This is an optimization exercise on Yosys and OpenROAD, whose aim is small area, not a production implementation.
The RTL was checked by simulation tests, not by an equivalence proof against the original design.
No activity file was given, so power comes from the tool's default toggle rates.

--- flow/config.mk ---
export PLATFORM = sky130hd
export DESIGN_NAME = top
export DESIGN_NICKNAME = top
export VERILOG_FILES = /design/flow/design.v
export SDC_FILE = /design/flow/constraint.sdc
export NUM_CORES = 4
export LEC_CHECK = 0
export CAP_MARGIN = 20
export CORE_MARGIN = 2
export CORE_UTILIZATION = 40
export SLEW_MARGIN = 20
--- flow/constraint.sdc ---
create_clock -name core_clock -period 10.0 [get_ports {clk}]
set_input_delay 2.0000 -clock core_clock [delete_from_list [all_inputs] [get_ports {clk}]]
set_output_delay 2.0000 -clock core_clock [all_outputs]
set_load 0.01 [all_outputs]
--- flow/design.v ---
`timescale 1ns / 1ps
module uart_rx (
    input clk,
    input rst,
    input in,
    output reg notif,
    output reg [7:0] data,
    output reg send
);
  reg [2:0] state;
  localparam S_IDLE = 3'b000;
  localparam S_START_BIT = 3'b001;
  localparam S_DATA_BIT = 3'b010;
  localparam S_STOP_BIT = 3'b011;
  localparam S_CLEANUP = 3'b100;
  parameter CYCLES = 10416;
  integer clock_count;
  integer bit_index;
  always @(posedge clk) begin
    if (rst) begin
      state <= S_IDLE;
      clock_count <= 0;
      bit_index <= 0;
      notif <= 1'b0;
      send <= 1'b0;
      data <= 8'h00;
    end else
    case (state)
      S_IDLE: begin
        notif <= 1'b0;
        send  <= 1'b0;
        if (in == 1'b0) begin
          state <= S_START_BIT;
        end else begin
          state <= S_IDLE;
        end
      end
      S_START_BIT: begin
        notif <= 1'b1;
        send  <= 1'b0;
        if (clock_count < (CYCLES - 1) / 2) begin
          clock_count <= clock_count + 1;
          state <= S_START_BIT;
        end else begin
          clock_count <= 0;
          state <= S_DATA_BIT;
        end
      end
      S_DATA_BIT: begin
        notif <= 1'b1;
        send <= 1'b0;
        data[bit_index] <= in;
        if (clock_count < CYCLES - 1) begin
          clock_count <= clock_count + 1;
          state <= S_DATA_BIT;
        end else begin
          clock_count <= 0;
          if (bit_index < 7) begin
            bit_index <= bit_index + 1;
            state <= S_DATA_BIT;
          end else begin
            bit_index <= 0;
            state <= S_STOP_BIT;
          end
        end
      end
      S_STOP_BIT: begin
        notif <= 1'b1;
        send  <= 1'b0;
        if (clock_count < CYCLES - 1) begin
          clock_count <= clock_count + 1;
          state <= S_STOP_BIT;
        end else begin
          clock_count <= 0;
          state <= S_CLEANUP;
        end
      end
      S_CLEANUP: begin
        notif <= 1'b1;
        send  <= 1'b1;
        state <= S_IDLE;
      end
      default: state <= S_IDLE;
    endcase
  end
endmodule
`timescale 1ns / 1ps
module uart_tx (
    input clk,
    input rst,
    input send,
    input [7:0] data,
    output reg notif,
    output reg out
);
  reg [2:0] state;
  localparam S_IDLE = 3'b000;
  localparam S_START_BIT = 3'b001;
  localparam S_DATA_BIT = 3'b010;
  localparam S_STOP_BIT = 3'b011;
  localparam S_CLEANUP = 3'b100;
  parameter CYCLES = 10416;
  integer clock_count;
  integer bit_index;
  reg [7:0] shift;
  always @(posedge clk) begin
    if (rst) begin
      state <= S_IDLE;
      clock_count <= 0;
      bit_index <= 0;
      notif <= 1'b0;
      out <= 1'b1;
      shift <= 8'h00;
    end else
    case (state)
      S_IDLE: begin
        notif <= 1'b0;
        out   <= 1'b1;
        if (send == 1'b1) begin
          clock_count <= 0;
          shift <= data;
          state <= S_START_BIT;
        end else begin
          state <= S_IDLE;
        end
      end
      S_START_BIT: begin
        notif <= 1'b1;
        out   <= 1'b0;
        if (clock_count < CYCLES - 1) begin
          clock_count <= clock_count + 1;
          state <= S_START_BIT;
        end else begin
          clock_count <= 0;
          state <= S_DATA_BIT;
        end
      end
      S_DATA_BIT: begin
        notif <= 1'b1;
        out   <= shift[bit_index];
        if (clock_count < CYCLES - 1) begin
          clock_count <= clock_count + 1;
          state <= S_DATA_BIT;
        end else begin
          clock_count <= 0;
          if (bit_index < 7) begin
            bit_index <= bit_index + 1;
            state <= S_DATA_BIT;
          end else begin
            bit_index <= 0;
            state <= S_STOP_BIT;
          end
        end
      end
      S_STOP_BIT: begin
        notif <= 1'b1;
        out   <= 1'b1;
        if (clock_count < CYCLES - 1) begin
          clock_count <= clock_count + 1;
          state <= S_STOP_BIT;
        end else begin
          clock_count <= 0;
          state <= S_CLEANUP;
        end
      end
      S_CLEANUP: begin
        notif <= 1'b1;
        out   <= 1'b1;
        state <= S_IDLE;
      end
      default: state <= S_IDLE;
    endcase
  end
endmodule
`timescale 1ns / 1ps
module top (
    input clk,
    input rst,
    input uart_txd_in,
    output uart_rxd_out,
    output [1:0] led
);
  wire [7:0] data;
  wire send;
  uart_rx uart_rx (
      .clk(clk),
      .rst(rst),
      .in(uart_txd_in),
      .notif(led[0]),
      .data(data),
      .send(send)
  );
  uart_tx uart_tx (
      .clk  (clk),
      .rst  (rst),
      .send (send),
      .data (data),
      .notif(led[1]),
      .out  (uart_rxd_out)
  );
endmodule
--- flow/run.sh ---
#!/bin/bash
# synth_recipe.tcl (not shown) runs the flow's synth.tcl, then flattens the netlist and writes it again
# the make line also repeats each setting of config.mk as NAME=value (left out here)
make -C /OpenROAD-flow-scripts/flow DESIGN_CONFIG=/design/flow/config.mk WORK_HOME=/design/flow/orfs CLKGATE_MAP_FILE= SYNTH_SCRIPT=/design/flow/synth_recipe.tcl finish
==> results of run 1 <==
==> cell families after synthesis <==
logic type               Yosys count  synth area share
AO/OA/AOI/OAI                    201             0.151
XOR/XNOR                          88            0.0908
adder cells (fa/ha/maj)            5           0.00737
buffers and inverters             88            0.0424
flip-flops                       154             0.363
multiplexers                       9            0.0136
AND/OR/NAND/NOR                  547             0.331
==> worst paths after layout <==
path / from / to / slack [ns] / depth (start not counted)
setup / recovery: uart_rx.bit_index[0] / uart_rx.data[5] / 5.94 / 11
hold / removal: uart_tx.shift[3] / uart_tx.shift[3] / 0.45 / 2
setup reg to reg: uart_rx.bit_index[0] / uart_rx.data[5] / 5.94 / 11
hold reg to reg: uart_tx.shift[3] / uart_tx.shift[3] / 0.45 / 2
==> power breakdown <==
part	switching [mW]	internal (mW)
Combinational	0.0129	0.00396
Sequential	0.00138	0.615
Clock	0.256	0.431
Total	0.271	1.05
==> critical path, delay by kind of cell (launching register included) <==
kind | cells | cell delay [ns]
and+or+nand+nor | 5 | 1.68
xor gates and xnor gates | 1 | 0.88
DFF | 1 | 0.41
AOI/OAI and AO/OA | 3 | 0.49
adders and majority gates | 1 | 0.34
buffers and inverters | 1 | 0.14
==> Yosys cell counts (all sizes together), types with 15 or more instances <==
cell type	instances
inv	23
or3	25
nor4	36
nor2	163
a21oi	61
nand4	44
dfxtp	154
and3	30
nand2	85
o21ai	53
xor2	47
nand3	53
xnor2	41
nor3	38
nor3b	15
clkbuf	54
==> registers in the layout, summed over array words and instances (netlist names) <==
signal               flops
uart_rx.clock_count     32
uart_rx.bit_index       32
uart_tx.shift            8
uart_tx.bit_index       32
uart_tx.clock_count     32
uart_rx.state            3
uart_rx.data             8
uart_rx.notif            1
uart_tx.state            3
uart_rx.send             1
uart_tx.out              1
uart_tx.notif            1
==> through the flow <==
step                      cells  power (mW)   util
after global placement     1312       0.647  0.413
after global routing       1342        1.37  0.443
after floorplan            1092       0.642      -
final                      1342        1.32  0.443
after detailed placement   1312       0.647  0.413
after CTS                  1342        1.34  0.443
==> metal layers <==
metal | vias to the layer above | part of all wire | global-route usage
li1 | 3866 | - | -
met1 | 3542 | 0.50 | 0.243
met2 | 130 | 0.45 | 0.286
met3 | 19 | 0.036 | 0.0436
met4 | 0 | 0.011 | 0.0542
met5 | - | 0 | 0
==> area by class of cell <==
type / count / area, µm²
Sequential cell: 154 / 3080
Timing Repair Buffer: 10 / 82.6
Multi-Input combinational cell: 850 / 5060
Tap cell: 275 / 344
Clock inverter: 5 / 108
Fill cell: 2161 / 11700
Clock buffer: 25 / 515
Inverter: 23 / 86.3
==> flow_summary_export.csv, run 1 <==
group,metric,value,unit
synth,yosys_warnings,2,
place,place_area,8650,µm²
route,via_per_inst,5.63,
timing,whs,0.454,ns
global_routing,antenna_found_initial,0,
floorplanning,placementRows,53,
timing,max_slew_margin,0.299,
route,drt-pass1-iter-count,7,
route,ant_nets,0,
timing,slew_viol_final,0,
clock_network,root_buffer,"clkbuf_16",
setup_path,max_stage_delay,0.88,ns
route,drtIter0Drc,473,
cells_and_area,drive_above_1_share,0.0581,
setup_path,crit_type,"flip-flop to flip-flop",
route,dr_total_vias,7557,
synth,synth-seq-cells,154,
synth,syn-num-nets,1100,
synth,ys_seq_area_frac,0.363,
synth,async_flop_share,0,
timing,setup_slack,5.94,ns
synth,yosysUniqueCellTypes,70,
power,p_leak,3.13,nW
global_routing,grt_overflow,0,
clock_network,cts_setup_buffers,0,
floorplanning,initial_core_util,0.405,
global_routing,grt_util_all_layers,0.180,
floorplanning,die-area,22400,µm²
timing,rsz0062_at_grt,"no",
clock_network,cts_resized,0,
power,powerDensity,142,nW/µm²
place,hpwl,13000,µm
place,gp_congestion,0.895,
clock_network,clk_pin_slew,0.06,ns
timing,setup_viol,0,
timing,tns,0,ns
synth,synth_top_area_share,0.363,
setup_path,cp_data_required_time,10.30,ns
global_routing,grt_pass1_vias,6973,
clock_network,cts_buffers,17,
min_path,hold_path.class,"flip-flop to flip-flop",
floorplanning,io_pins,6,
floorplanning,core_area,21000,µm²
synth,netlist_area,8490,µm²
timing,fmax,246,MHz
clock_network,cts_tree,"yes",
setup_path,cp_cell_sequence,"inv_1 -> ha_1 -> or3b_1 -> xor2_1 -> nand4_1 -> o311ai_0 -> o2111ai_1 -> nor4b_2 -> and3_4 -> nor4b_1 -> o22ai_1",
timing,tightest_slew,1.05,ns
timing,min_period,4.06,ns
synth,synth.avg_cell_area,7.78,µm²
setup_path,critPathLaunchType,"flip-flop",
place,io_buffers,5,
global_routing,grt_start_max_net_pins,51,
clock_network,h-tree-depth,4,
place,pre_cts_slack,5.80,ns
power,vdd_drop_max,0.0977,mV
synth,syn_inst,1092,
clock_network,clock_latency,0.44,ns
synth,synth-edff-count,0,
timing,finClkSkew,0.0138,ns
clock_network,cts.sinks,154,
setup_path,path_max_fanout,11,
floorplanning,die_h,150,µm
setup_path,crit_arrival,4.36,ns
setup_path,endpoint_kind,"flip-flop",
synth,synth-main-ff-cell,"dfxtp_1",
clock_network,cts_hold_buffers,0,
route,wl,19500,µm
cells_and_area,final_cell_mix,"nor2_1, dfxtp_1, nand2_1",
route,drc,0,
cells_and_area,stdcell_area,9280,µm²
floorplanning,fp.dieW,150,µm
run,max_cap_viol_count,0,
synth,synth_top_cell_by_area,"dfxtp_1",
setup_path,crit_slowest_cell,"xor2_1",
clock_network,clock_path_buffers,2,
cells_and_area,final_nets,1064,
outcome,outcome,"timing/DRC/antenna clean",
cells_and_area,diodes,0,
route,wl_per_cell,14.5,µm
timing,finalCritPeriodShare,0.406,
global_routing,grt_pass1_wl,33400,µm
cells_and_area,syn_to_final_growth,9.28,%
synth,synth_area_leaders,"dfxtp_1, nor2_1, xor2_1",
timing,final_hold_viol_count,0,
cells_and_area,final_common_cell,"nor2_1",
==> inputs of run 2 (changes only) <==
==> flow/design.v (replaced) <==
`timescale 1ns / 1ps
module uart_rx (
    input clk,
    input rst,
    input in,
    output notif,
    output reg [7:0] data,
    output send
);
  localparam [13:0] POL = 14'h2aaa;   
  localparam [13:0] J = 14'h3fb9;
  localparam [13:0] M = 14'h34b1;
  localparam [13:0] T = 14'h1150;
  localparam [13:0] TMASK = 14'h1f3f;
  reg [3:0] p;
  reg [13:0] y;
  wire [13:0] c = y ^ POL;
  wire term = (c & TMASK) == (T & TMASK);
  wire load = ~p[3] & ~p[2] & p[1];
  wire [13:0] cn = load ? M : term ? J : {c[12:0], c[13] ^ c[12]};
  always @(posedge clk) y <= cn ^ POL;
  always @(posedge clk) begin
    if (rst) p <= 4'd3;
    else if (p[3:1] == 3'b001) p <= in ? 4'd3 : 4'd6;
    else if (p == 4'd6 || p == 4'd1 || term) p <= p + 4'd1;
  end
  always @(posedge clk) if (term && p[3]) data[p[2:0]] <= in;
  assign notif = ~(p == 4'd3 || p == 4'd6);
  assign send = p == 4'd2;
endmodule
`timescale 1ns / 1ps
module uart_tx (
    input clk,
    input rst,
    input send,
    input [7:0] data,
    output notif,
    output reg out
);
  localparam [13:0] POL = 14'h2aaa;
  localparam [13:0] J = 14'h3fb9;
  localparam [13:0] T = 14'h1150;
  localparam [13:0] TMASK = 14'h1f3f;
  reg [3:0] p;
  reg [13:0] y;
  wire [13:0] c = y ^ POL;
  wire term = (c & TMASK) == (T & TMASK);
  wire load = ~p[3] & (p[2] | p[1]);
  wire [13:0] cn = (load | term) ? J : {c[12:0], c[13] ^ c[12]};
  always @(posedge clk) y <= cn ^ POL;
  always @(posedge clk) begin
    if (rst) p <= 4'd3;
    else if (p[3:1] == 3'b001) p <= send ? 4'd7 : 4'd3;
    else if (p == 4'd7 || term) p <= p + 4'd1;
  end
  always @(posedge clk) begin
    if (rst) out <= 1'b1;
    else if (p == 4'd7) out <= 1'b0;
    else if (term) out <= ~p[3] | data[p[2:0]];
  end
  assign notif = ~(p == 4'd3 || p == 4'd7);
endmodule
`timescale 1ns / 1ps
module top (
    input clk,
    input rst,
    input uart_txd_in,
    output uart_rxd_out,
    output [1:0] led
);
  wire [7:0] data;
  wire send;
  uart_rx uart_rx (
      .clk(clk),
      .rst(rst),
      .in(uart_txd_in),
      .notif(led[0]),
      .data(data),
      .send(send)
  );
  uart_tx uart_tx (
      .clk  (clk),
      .rst  (rst),
      .send (send),
      .data (data),
      .notif(led[1]),
      .out  (uart_rxd_out)
  );
endmodule
==> flow_summary_export.csv, run 2 <==
group,metric,value,unit
cells_and_area,syn_to_final_growth,8.01,%
clock_network,cts_hold_buffers,0,
clock_network,cts_setup_buffers,0,
synth,synth.avg_cell_area,10.3,µm²
timing,finalCritPeriodShare,0.397,
setup_path,cp_data_required_time,8.00,ns
route,drc,0,
place,pre_cts_slack,6.34,ns
outcome,outcome,"timing/DRC/antenna clean",
power,sw_frac_of_total,0.341,
global_routing,antenna_found_initial,0,
setup_path,crit_arrival,1.97,ns
synth,yosys_warnings,2,
route,via_per_inst,5.23,
global_routing,grt_util_all_layers,0.135,
power,clockPowerShare,0.225,
power,p_int,0.335,mW
synth,synth_top_cell_by_area,"dfxtp_1",
clock_network,clock_path_buffers,2,
timing,slew_viol_final,0,
clock_network,clock_latency,0.30,ns
synth,synth-edff-count,8,
timing,rsz0062_at_grt,"no",
route,ant_nets,0,
clock_network,cts_buffers,5,
setup_path,critPathLaunchType,"flip-flop",
setup_path,path_max_fanout,11,
route,drtIter0Drc,94,
floorplanning,fp.dieW,73.0,µm
place,io_buffers,5,
cells_and_area,final_cell_mix,"dfxtp_1, nand2_1, nor2_1",
synth,syn_inst,185,
synth,synth_commonest_cells,"dfxtp_1, nand2_1, nor2_1",
place,hpwl,2320,µm
clock_network,clk_pin_slew,0.09,ns
power,p_leak,0.794,nW
power,power,0.509,mW
cells_and_area,diodes,0,
cells_and_area,n_fill_cell,439,
route,wl_per_cell,13.2,µm
floorplanning,placementRows,25,
clock_network,h-tree-depth,2,
global_routing,grt_overflow,0,
power,powerDensity,247,nW/µm²
synth,yosysUniqueCellTypes,45,
place,place_area,1960,µm²
global_routing,grt_pass1_wl,5420,µm
cells_and_area,final_nets,196,
floorplanning,io_pins,6,
timing,fmax,252,MHz
synth,netlist_area,1910,µm²
clock_network,root_buffer,"clkbuf_8",
place,gp_congestion,0.821,
setup_path,crit_type,"flip-flop to output port",
synth,synth-seq-cells,45,
clock_network,cts_tree,"yes",
power,seqPwrFrac,0.485,
synth,synth_area_leaders,"dfxtp_1, edfxtp_1, nand2_1",
timing,tightest_slew,0.812,ns
clock_network,cts_resized,0,
global_routing,grt_pass1_vias,1170,
floorplanning,core_area,4660,µm²
synth,yosysMostFrequentCell,"dfxtp_1",
min_path,hold_path.class,"flip-flop to flip-flop",
power,p_comb_frac,0.290,
route,drt-pass1-iter-count,4,
floorplanning,die-area,5330,µm²
power,power_switching,0.174,mW
clock_network,cts.sinks,45,
run,max_cap_viol_count,0,
power,vdd_drop_max,0.106,mV
timing,min_period,3.97,ns
timing,max_slew_margin,0.456,
cells_and_area,final_common_cell,"dfxtp_1",
timing,final_hold_viol_count,0,
place,post-place-cells,235,
timing,setup_slack,6.03,ns
timing,setup_viol,0,
synth,ys_seq_area_frac,0.515,
global_routing,grt_start_max_net_pins,17,
synth,async_flop_share,0,
synth,synth-main-ff-cell,"dfxtp_1",
synth,synth_top_area_share,0.389,
route,wl,3210,µm
cells_and_area,drive_above_1_share,0.122,
cells_and_area,layout.cells.non_filler,243,
timing,finClkSkew,0.00837,ns
cells_and_area,multiInputGateArea,847,µm²
setup_path,endpoint_kind,"output port",
floorplanning,die_h,73.0,µm
floorplanning,initial_core_util,0.409,
route,dr_total_vias,1271,
timing,tns,0,ns
synth,syn-num-nets,193,
cells_and_area,seqCellArea,981,µm²
cells_and_area,stdcell_area,2060,µm²
run 2: changes by cell type after synthesis, sizes merged, moves of 23 or more:
cell	before	now
nand4	44	1
nor4	36	3
nor3	38	8
o21ai	53	7
nor2	163	23
and3	30	2
or3	25	2
xnor2	41	1
clkbuf	54	3
a21oi	61	6
dfxtp	154	37
nand2	85	25
nand3	53	5
xor2	47	4
run 2: routing by layer:
| metal | wire length (µm) | track usage |
|---|---|---|
| met5 | 0 | 0 |
| met4 | 57 | 0.0556 |
| met3 | 80 | 0.0414 |
| met2 | 1460 | 0.207 |
| met1 | 1610 | 0.175 |
run 2: layout make-up:
cell class	instances	share of cell area
inverters	5	0.00912
flip-flops and latches	45	0.477
well taps	54	0.0328
clock inverters	3	0.0122
repair buffers	5	0.0243
clock buffers	5	0.0334
multi-input cells	126	0.412
run 2: worst max-delay path, cell delays in order, from the launching register on:
cell	delay, ns
dfxtp_1	0.54
inv_1	0.14
ha_1	0.25
nand2_1	0.11
a21o_1	0.12
clkdlybuf4s50_1	0.52
run 2: metrics by stage:
step	hold WS, ns	util
2_1_floorplan	0.343	-
5_1_grt	0.393	0.442
3_5_place_dp	0.362	0.421
4_1_cts	0.385	0.442
6_report	0.379	0.442
3_3_place_gp	0.356	0.421
run 2: worst paths after layout:
check	slack, ns	to	start	cells past startpoint
setup reg to reg	7.90	uart_rx.data[4]	uart_rx.p[0]	5
setup / recovery	6.03	led[0]	uart_rx.p[0]	5
hold / removal	0.38	uart_tx.y[10]	uart_tx.y[9]	1
hold reg to reg	0.38	uart_tx.y[10]	uart_tx.y[9]	1
run 2: logic make-up after synthesis:
logic type,after synthesis,synth area share
buffers and inverters,14,0.0407
XOR/XNOR,5,0.0230
AND/OR/NAND/NOR,83,0.234
AO/OA/AOI/OAI,25,0.0965
adder cells (fa/ha/maj),5,0.0328
multiplexers,8,0.0578
flip-flops,45,0.515
run 2: power groups by stage:
stage	clock network (mW)	logic, mW	registers (mW)
after floorplan	0	0.134	0.238
after global placement	0	0.147	0.249
after detailed placement	0	0.149	0.251
after CTS	0.118	0.150	0.247
after global routing	0.125	0.166	0.252
final	0.114	0.148	0.247
==> inputs of run 3 (changes only) <==
==> flow/design.v (replaced) <==
`timescale 1ns / 1ps
module uart_rx (
    input clk,
    input rst,
    input in,
    output notif,
    output reg [7:0] data,
    output send
);
  localparam [13:0] POL = 14'h2aaa;
  localparam [13:0] J = 14'h3440;
  localparam [13:0] M = 14'h3e29;
  localparam [13:0] T = 14'h157d;
  localparam [13:0] TMASK = 14'h3fd5;
  reg [3:0] p;
  reg [13:0] y;
  wire [13:0] c = y ^ POL;
  wire term = (c & TMASK) == (T & TMASK);
  wire idle = p[3:1] == 3'b001;   
  wire [13:0] cn = idle ? M : term ? J : {c[12:0], c[13] ^ c[12]};
  always @(posedge clk) y <= cn ^ POL;
  wire inc = term | p == 4'd6 | p == 4'd1;
  wire c1 = inc & p[0];
  wire c2 = c1 & p[1];
  wire c3 = c2 & p[2];
  always @(posedge clk) begin
    p[0] <= rst | (idle ? in : p[0] ^ inc);
    p[1] <= rst | idle | (p[1] ^ c1);
    p[2] <= ~rst & (idle ? ~in : p[2] ^ c2);
    p[3] <= ~rst & ~idle & (p[3] ^ c3);
  end
  wire we = term & p[3];
  always @(posedge clk) begin
    if (we && p[2:0] == 3'd0) data[0] <= in;
    if (we && p[2:0] == 3'd1) data[1] <= in;
    if (we && p[2:0] == 3'd2) data[2] <= in;
    if (we && p[2:0] == 3'd3) data[3] <= in;
    if (we && p[2:0] == 3'd4) data[4] <= in;
    if (we && p[2:0] == 3'd5) data[5] <= in;
    if (we && p[2:0] == 3'd6) data[6] <= in;
    if (we && p[2:0] == 3'd7) data[7] <= in;
  end
  assign notif = ~(p == 4'd3 || p == 4'd6);
  assign send = p == 4'd2;
endmodule
`timescale 1ns / 1ps
module uart_tx (
    input clk,
    input rst,
    input send,
    input [7:0] data,
    output notif,
    output reg out
);
  localparam [13:0] POL = 14'h2aaa;
  localparam [13:0] J = 14'h2a81;
  localparam [13:0] T = 14'h175d;
  localparam [13:0] TMASK = 14'h2df7;
  reg [3:0] p;
  reg [13:0] y;
  wire [13:0] c = y ^ POL;
  wire term = (c & TMASK) == (T & TMASK);
  wire idle = p[3:1] == 3'b001;   
  wire pend = p == 4'd7;
  wire [13:0] cn = (idle | pend | term) ? J : {c[12:0], c[13] ^ c[12]};
  always @(posedge clk) y <= cn ^ POL;
  wire inc = term | pend;
  wire c1 = inc & p[0];
  wire c2 = c1 & p[1];
  wire c3 = c2 & p[2];
  always @(posedge clk) begin
    p[0] <= rst | idle | (p[0] ^ inc);
    p[1] <= rst | idle | (p[1] ^ c1);
    p[2] <= ~rst & (idle ? send : p[2] ^ c2);
    p[3] <= ~rst & ~idle & (p[3] ^ c3);
  end
  always @(posedge clk) begin
    if (rst) out <= 1'b1;
    else if (pend) out <= 1'b0;
    else if (term) out <= ~p[3] | data[p[2:0]];
  end
  assign notif = ~(p == 4'd3 || pend);
endmodule
`timescale 1ns / 1ps
module top (
    input clk,
    input rst,
    input uart_txd_in,
    output uart_rxd_out,
    output [1:0] led
);
  wire [7:0] data;
  wire send;
  uart_rx uart_rx (
      .clk(clk),
      .rst(rst),
      .in(uart_txd_in),
      .notif(led[0]),
      .data(data),
      .send(send)
  );
  uart_tx uart_tx (
      .clk  (clk),
      .rst  (rst),
      .send (send),
      .data (data),
      .notif(led[1]),
      .out  (uart_rxd_out)
  );
endmodule
==> flow/flow/run.sh (new file) <==
#!/bin/bash
# Standard layout, with the smallest buffer on the ports and a clock tree
# built from one kind of buffer, without dummy loads.
set -euo pipefail
export BUFFER_PORTS_ARGS="-buffer_cell sky130_fd_sc_hd__buf_1"
export CTS_ARGS="-sink_clustering_enable -repair_clock_nets -dont_use_dummy_load -buf_list sky130_fd_sc_hd__clkbuf_16 -root_buf sky130_fd_sc_hd__clkbuf_16 -sink_clustering_size 50 -sink_clustering_max_diameter 500"
bash standard.sh > standard.log 2>&1
==> flow/standard.sh (new file) <==
#!/bin/bash
# synth_recipe.tcl (not shown) runs the flow's synth.tcl, then flattens the netlist and writes it again
# the make line also repeats each setting of config.mk as NAME=value (left out here)
make -C /OpenROAD-flow-scripts/flow DESIGN_CONFIG=/design/flow/config.mk WORK_HOME=/design/flow/orfs CLKGATE_MAP_FILE= SYNTH_SCRIPT=/design/flow/synth_recipe.tcl "${@:-finish}"
removed: flow/run.sh
==> flow_summary_export.csv, run 3 <==
group,metric,value,unit
power,power,0.350,mW
cells_and_area,drive_above_1_share,0.0750,
setup_path,r2r_start,"uart_tx.y[13]",
synth,synth.avg_cell_area,10.5,µm²
cells_and_area,final_cell_mix,"dfxtp_1, nor2_1, nand2_1",
synth,synth_top_area_share,0.446,
setup_path,path_max_fanout,10,
route,drc,0,
floorplanning,core_area,4000,µm²
setup_path,reg2reg_depth,9,
timing,setup_viol,0,
setup_path,max_stage_delay,0.51,ns
synth,yosys_warnings,2,
timing,whs,0.374,ns
place,hpwl,1920,µm
route,drt-pass1-iter-count,4,
synth,synth_top_cell_by_area,"dfxtp_1",
setup_path,endpoint_kind,"output port",
synth,syn_inst,158,
cells_and_area,multiInputGateArea,609,µm²
cells_and_area,seqCellArea,981,µm²
timing,min_period,3.21,ns
global_routing,antenna_found_initial,0,
route,wl,2760,µm
timing,rsz0062_at_grt,"no",
clock_network,cts_resized,0,
place,gp_congestion,0.891,
timing,finalCritPeriodShare,0.321,
global_routing,grt_overflow,0,
floorplanning,placementRows,23,
synth,syn-num-nets,167,
timing,final_hold_viol_count,0,
timing,max_slew_margin,0.506,
synth,synth-seq-cells,45,
setup_path,rr_endpoint,"uart_tx.p[3]",
cells_and_area,final_common_cell,"dfxtp_1",
synth,synth-edff-count,8,
floorplanning,initial_core_util,0.415,
route,ant_nets,0,
outcome,outcome,"timing/DRC/antenna clean",
min_path,hold_path.class,"flip-flop to flip-flop",
clock_network,h-tree-depth,2,
cells_and_area,final_nets,171,
min_path,min_path_cells,1,
floorplanning,die_h,68.4,µm
global_routing,grt_pass1_wl,4630,µm
timing,finClkSkew,0.0184,ns
global_routing,grt_start_max_net_pins,15,
synth,synth_commonest_cells,"dfxtp_1, nor2_1, nand2_1",
synth,async_flop_share,0,
cells_and_area,layout.cells.non_filler,210,
min_path,min-delay-start,"uart_tx.y[9]",
power,p_leak,0.710,nW
run,max_cap_viol_count,0,
synth,yosysUniqueCellTypes,31,
power,powerDensity,194,nW/µm²
synth,synth-main-ff-cell,"dfxtp_1",
route,dr_total_vias,1057,
cells_and_area,n_fill_cell,391,
place,io_buffers,5,
clock_network,cts_tree,"yes",
clock_network,cts_buffers,5,
floorplanning,io_pins,6,
setup_path,crit_arrival,1.21,ns
cells_and_area,stdcell_area,1810,µm²
clock_network,root_buffer,"clkbuf_16",
timing,tns,0,ns
power,vdd_drop_max,0.0804,mV
timing,tightest_slew,0.738,ns
global_routing,grt_pass1_vias,1002,
place,pre_cts_slack,7.12,ns
route,via_per_inst,5.03,
synth,synth_area_leaders,"dfxtp_1, edfxtp_1, nor2_1",
floorplanning,die-area,4680,µm²
timing,setup_slack,6.79,ns
cells_and_area,diodes,0,
place,place_area,1680,µm²
clock_network,cts.sinks,45,
setup_path,cp_cell_sequence,"xor2_1 -> nand3b_1 -> buf_1",
synth,yosysMostFrequentCell,"dfxtp_1",
setup_path,r2r_setup_slack,7.93,ns
floorplanning,fp.dieW,68.4,µm
min_path,hold_end,"uart_tx.y[10]",
timing,fmax,312,MHz
cells_and_area,syn_to_final_growth,8.97,%
cells_and_area,final_core_util,0.452,
route,wl_per_cell,13.1,µm
global_routing,grt_util_all_layers,0.139,
clock_network,clk_pin_slew,0.06,ns
clock_network,cts_setup_buffers,0,
setup_path,critPathLaunchType,"flip-flop",
setup_path,crit_type,"flip-flop to output port",
clock_network,clock_path_buffers,2,
place,post-place-cells,205,
clock_network,clock_latency,0.28,ns
synth,ys_seq_area_frac,0.591,
route,drtIter0Drc,54,
setup_path,crit_slowest_cell,"dfxtp_1",
timing,slew_viol_final,0,
synth,netlist_area,1660,µm²
clock_network,cts_hold_buffers,0,
setup_path,cp_data_required_time,8.00,ns
-- run 3: changes by cell type in the layout (fill, tap and decap cells not counted), sizes merged, moves of 3 or more --
cell,previous run,this run
a31oi,3,0
buf,0,5
clkdlybuf4s50,5,0
inv,6,3
nand2,25,11
nand4,1,4
nor2,23,31
nor3,8,5
nor4,3,0
-- run 3: final cells by class --
cell class,count,area share
sequential,45,0.543
inverter,3,0.00623
clock buffer,5,0.0692
tap,50,0.0346
multi-input combinational,102,0.337
timing repair buffer,5,0.0104
-- run 3: where the power goes --
| group | total (mW) | switching [mW] | internal (mW) |
|---|---|---|---|
| sequential | 0.192 | 0.00355 | 0.189 |
| clock | 0.145 | 0.0567 | 0.0880 |
| combinational | 0.0130 | 0.00787 | 0.00517 |
-- run 3: worst max-delay path, delay by kind of cell (launching register included) --
kind                   cells  cell delay (ns)
flip-flops                 1             0.51
XOR/XNOR                   1             0.18
buffers and inverters      1             0.14
AND/OR/NAND/NOR            1             0.09
-- run 3: logic make-up after synthesis --
group           after synthesis  synth area share
compound gates               14            0.0468
xor+xnor                      4            0.0211
fa+ha+maj                     6            0.0452
buf+inv                      11            0.0415
flops                        45             0.591
mux                           6            0.0452
simple gates                 72             0.209
-- run 3: worst max path at each step --
stage	depth (start not counted)	endpoint	start
floorplan	4	led[0]	uart_rx.p[2]
global placement	3	led[0]	uart_rx.p[2]
detailed placement	3	led[0]	uart_rx.p[2]
CTS	3	led[0]	uart_rx.p[2]
global route	3	led[0]	uart_rx.p[2]
finish	3	led[0]	uart_rx.p[2]
-- run 3: layer usage --
layer  share of wire  track usage  vias to the layer above
met5               0            0                        -
met1            0.46        0.171                      492
met2            0.48        0.218                       17
li1                -            -                      543
met4           0.017       0.0600                        0
met3           0.036       0.0493                        5
==> inputs of run 4 (changes only) <==
==> flow/flow/run.sh (replaced) <==
#!/bin/bash
# Standard layout, with the smallest buffer on the ports and a clock tree
# built from one kind of buffer, without dummy loads.
set -euo pipefail
export BUFFER_PORTS_ARGS="-buffer_cell sky130_fd_sc_hd__buf_1"
export CTS_ARGS="-sink_clustering_enable -repair_clock_nets -dont_use_dummy_load -buf_list sky130_fd_sc_hd__clkbuf_8 -root_buf sky130_fd_sc_hd__clkbuf_8 -sink_clustering_size 50 -sink_clustering_max_diameter 500"
bash standard.sh > standard.log 2>&1
==> flow_summary_export.csv, run 4 <==
group,metric,value,unit
setup_path,endpoint_kind,"output port",
timing,min_period,3.21,ns
timing,max_slew_margin,0.510,
route,via_per_inst,5.04,
place,gp_congestion,0.891,
place,post-place-cells,205,
floorplanning,fp.dieW,68.4,µm
route,wl,2640,µm
place,pre_cts_slack,7.12,ns
cells_and_area,multiInputGateArea,609,µm²
synth,synth-edff-count,8,
clock_network,clock_latency,0.29,ns
setup_path,cp_data_required_time,8.00,ns
timing,fmax,311,MHz
timing,finalCritPeriodShare,0.321,
clock_network,cts_buffers,5,
synth,ys_seq_area_frac,0.591,
power,vdd_drop_max,0.0761,mV
global_routing,grt_overflow,0,
cells_and_area,seqCellArea,981,µm²
timing,finClkSkew,0.0255,ns
cells_and_area,drive_above_1_share,0.0750,
global_routing,antenna_found_initial,0,
synth,async_flop_share,0,
global_routing,grt_util_all_layers,0.132,
timing,whs,0.371,ns
place,place_area,1680,µm²
synth,syn-num-nets,167,
cells_and_area,syn_to_final_growth,5.58,%
timing,rsz0062_at_grt,"no",
setup_path,critPathLaunchType,"flip-flop",
route,drtIter0Drc,63,
cells_and_area,diodes,0,
route,dr_total_vias,1058,
timing,tns,0,ns
clock_network,cts_resized,0,
cells_and_area,final_nets,171,
floorplanning,placementRows,23,
route,ant_nets,0,
place,io_buffers,5,
global_routing,grt_pass1_wl,4440,µm
clock_network,cts_setup_buffers,0,
global_routing,grt_start_max_net_pins,15,
cells_and_area,final_cell_mix,"dfxtp_1, nor2_1, nand2_1",
timing,tightest_slew,0.732,ns
min_path,hold_path.class,"flip-flop to flip-flop",
floorplanning,core_area,4000,µm²
outcome,outcome,"timing/DRC/antenna clean",
cells_and_area,stdcell_area,1750,µm²
synth,yosysUniqueCellTypes,31,
cells_and_area,final_common_cell,"dfxtp_1",
synth,synth-seq-cells,45,
synth,synth-main-ff-cell,"dfxtp_1",
timing,setup_slack,6.79,ns
clock_network,clock_path_buffers,2,
clock_network,cts_hold_buffers,0,
power,powerDensity,172,nW/µm²
floorplanning,io_pins,6,
synth,synth_top_cell_by_area,"dfxtp_1",
synth,synth_commonest_cells,"dfxtp_1, nor2_1, nand2_1",
cells_and_area,layout.cells.non_filler,210,
power,p_leak,0.684,nW
synth,synth_top_area_share,0.446,
synth,netlist_area,1660,µm²
clock_network,h-tree-depth,2,
synth,synth_area_leaders,"dfxtp_1, edfxtp_1, nor2_1",
min_path,min_path_cells,1,
place,hpwl,1920,µm
clock_network,cts_tree,"yes",
cells_and_area,final_core_util,0.438,
synth,yosys_warnings,2,
synth,syn_inst,158,
setup_path,crit_type,"flip-flop to output port",
timing,final_hold_viol_count,0,
route,drc,0,
floorplanning,die_h,68.4,µm
setup_path,path_max_fanout,10,
run,max_cap_viol_count,0,
clock_network,root_buffer,"clkbuf_8",
floorplanning,initial_core_util,0.415,
cells_and_area,n_fill_cell,392,
synth,yosysMostFrequentCell,"dfxtp_1",
setup_path,crit_arrival,1.21,ns
setup_path,reg2reg_depth,9,
floorplanning,die-area,4680,µm²
synth,synth.avg_cell_area,10.5,µm²
route,wl_per_cell,12.6,µm
clock_network,cts.sinks,45,
timing,slew_viol_final,0,
timing,setup_viol,0,
clock_network,clk_pin_slew,0.09,ns
global_routing,grt_pass1_vias,967,
power,power,0.301,mW
route,drt-pass1-iter-count,4,
==> run 4: cell counts after synthesis <==
Identical to the previous run, type by type.
==> run 4: logic make-up (layout without fill, tap and decap cells) <==
group,count (synthesis),in the layout,share of synthesized area
DFF,45,45,0.591
adders and majority gates,6,6,0.0452
buffers and inverters,11,13,0.0415
AOI/OAI and AO/OA,14,14,0.0468
muxes,6,6,0.0452
xor gates and xnor gates,4,4,0.0211
and+or+nand+nor,72,72,0.209
==> run 4: area by class of cell <==
class,count,area share
Sequential cell,45,0.560
Multi-Input combinational cell,102,0.348
Clock buffer,5,0.0393
Tap cell,50,0.0357
Timing Repair Buffer,5,0.0107
Inverter,3,0.00643
==> run 4: path summary, 6_finish.rpt <==
kind,startpoint,slack (ns),endpoint
max,uart_rx.p[2],6.79,led[0]
min,uart_tx.y[9],0.37,uart_tx.y[10]
max reg2reg,uart_tx.y[13],7.98,uart_tx.p[3]
min reg2reg,uart_tx.y[9],0.37,uart_tx.y[10]
==> run 4: layer usage <==
layer	global-route usage	vias up	part of all wire
met3	0.0493	4	0.039
met1	0.166	499	0.47
met5	0	-	0
li1	-	541	-
met2	0.204	14	0.48
met4	0.0525	0	0.012
==> run 4: report_power, final <==
| group | total (mW) | switching (mW) | internal, mW |
|---|---|---|---|
| combinational | 0.0129 | 0.00777 | 0.00514 |
| clock | 0.0957 | 0.0507 | 0.0450 |
| sequential | 0.192 | 0.00351 | 0.188 |
==> run 4: critical path, cell delays in order (launching register included) <==
cell and delay, ns:
dfxtp_1 0.51, xor2_1 0.18, nand3b_1 0.09, buf_1 0.14

port drivers added, routing unchanged:
No port has a modelled driver above. Below, the same layouts with a new extraction and two added sets of constraints.
Step 1 (the two cells are an assumption about what drives the block):
set clk [get_ports {clk}]
set_driving_cell -lib_cell sky130_fd_sc_hd__clkbuf_16 $clk
set_driving_cell -lib_cell sky130_fd_sc_hd__buf_2 [delete_from_list [all_inputs] $clk]
Step 2 also shifts input and output timing later by t, the mid clock arrival at the registers, as if the neighbouring blocks saw the same clock.
a / b / c = ideal / step 1 / step 2; a / b = the first two.
| run | shift t [ns] | setup slack, ns | latest minus earliest clock arrival (ns) |
|---|---|---|---|
| run 1 | 0.474 | 5.939 / 5.939 / 5.939 | 0.014 / 0.014 |
| run 2 | 0.319 | 6.030 / 6.005 / 6.324 | 0.008 / 0.008 |
| run 3 | 0.302 | 6.794 / 6.764 / 7.066 | 0.018 / 0.018 |
| run 4 | 0.304 | 6.788 / 6.762 / 7.066 | 0.026 / 0.025 |
After both steps setup and hold are still met in every run listed.
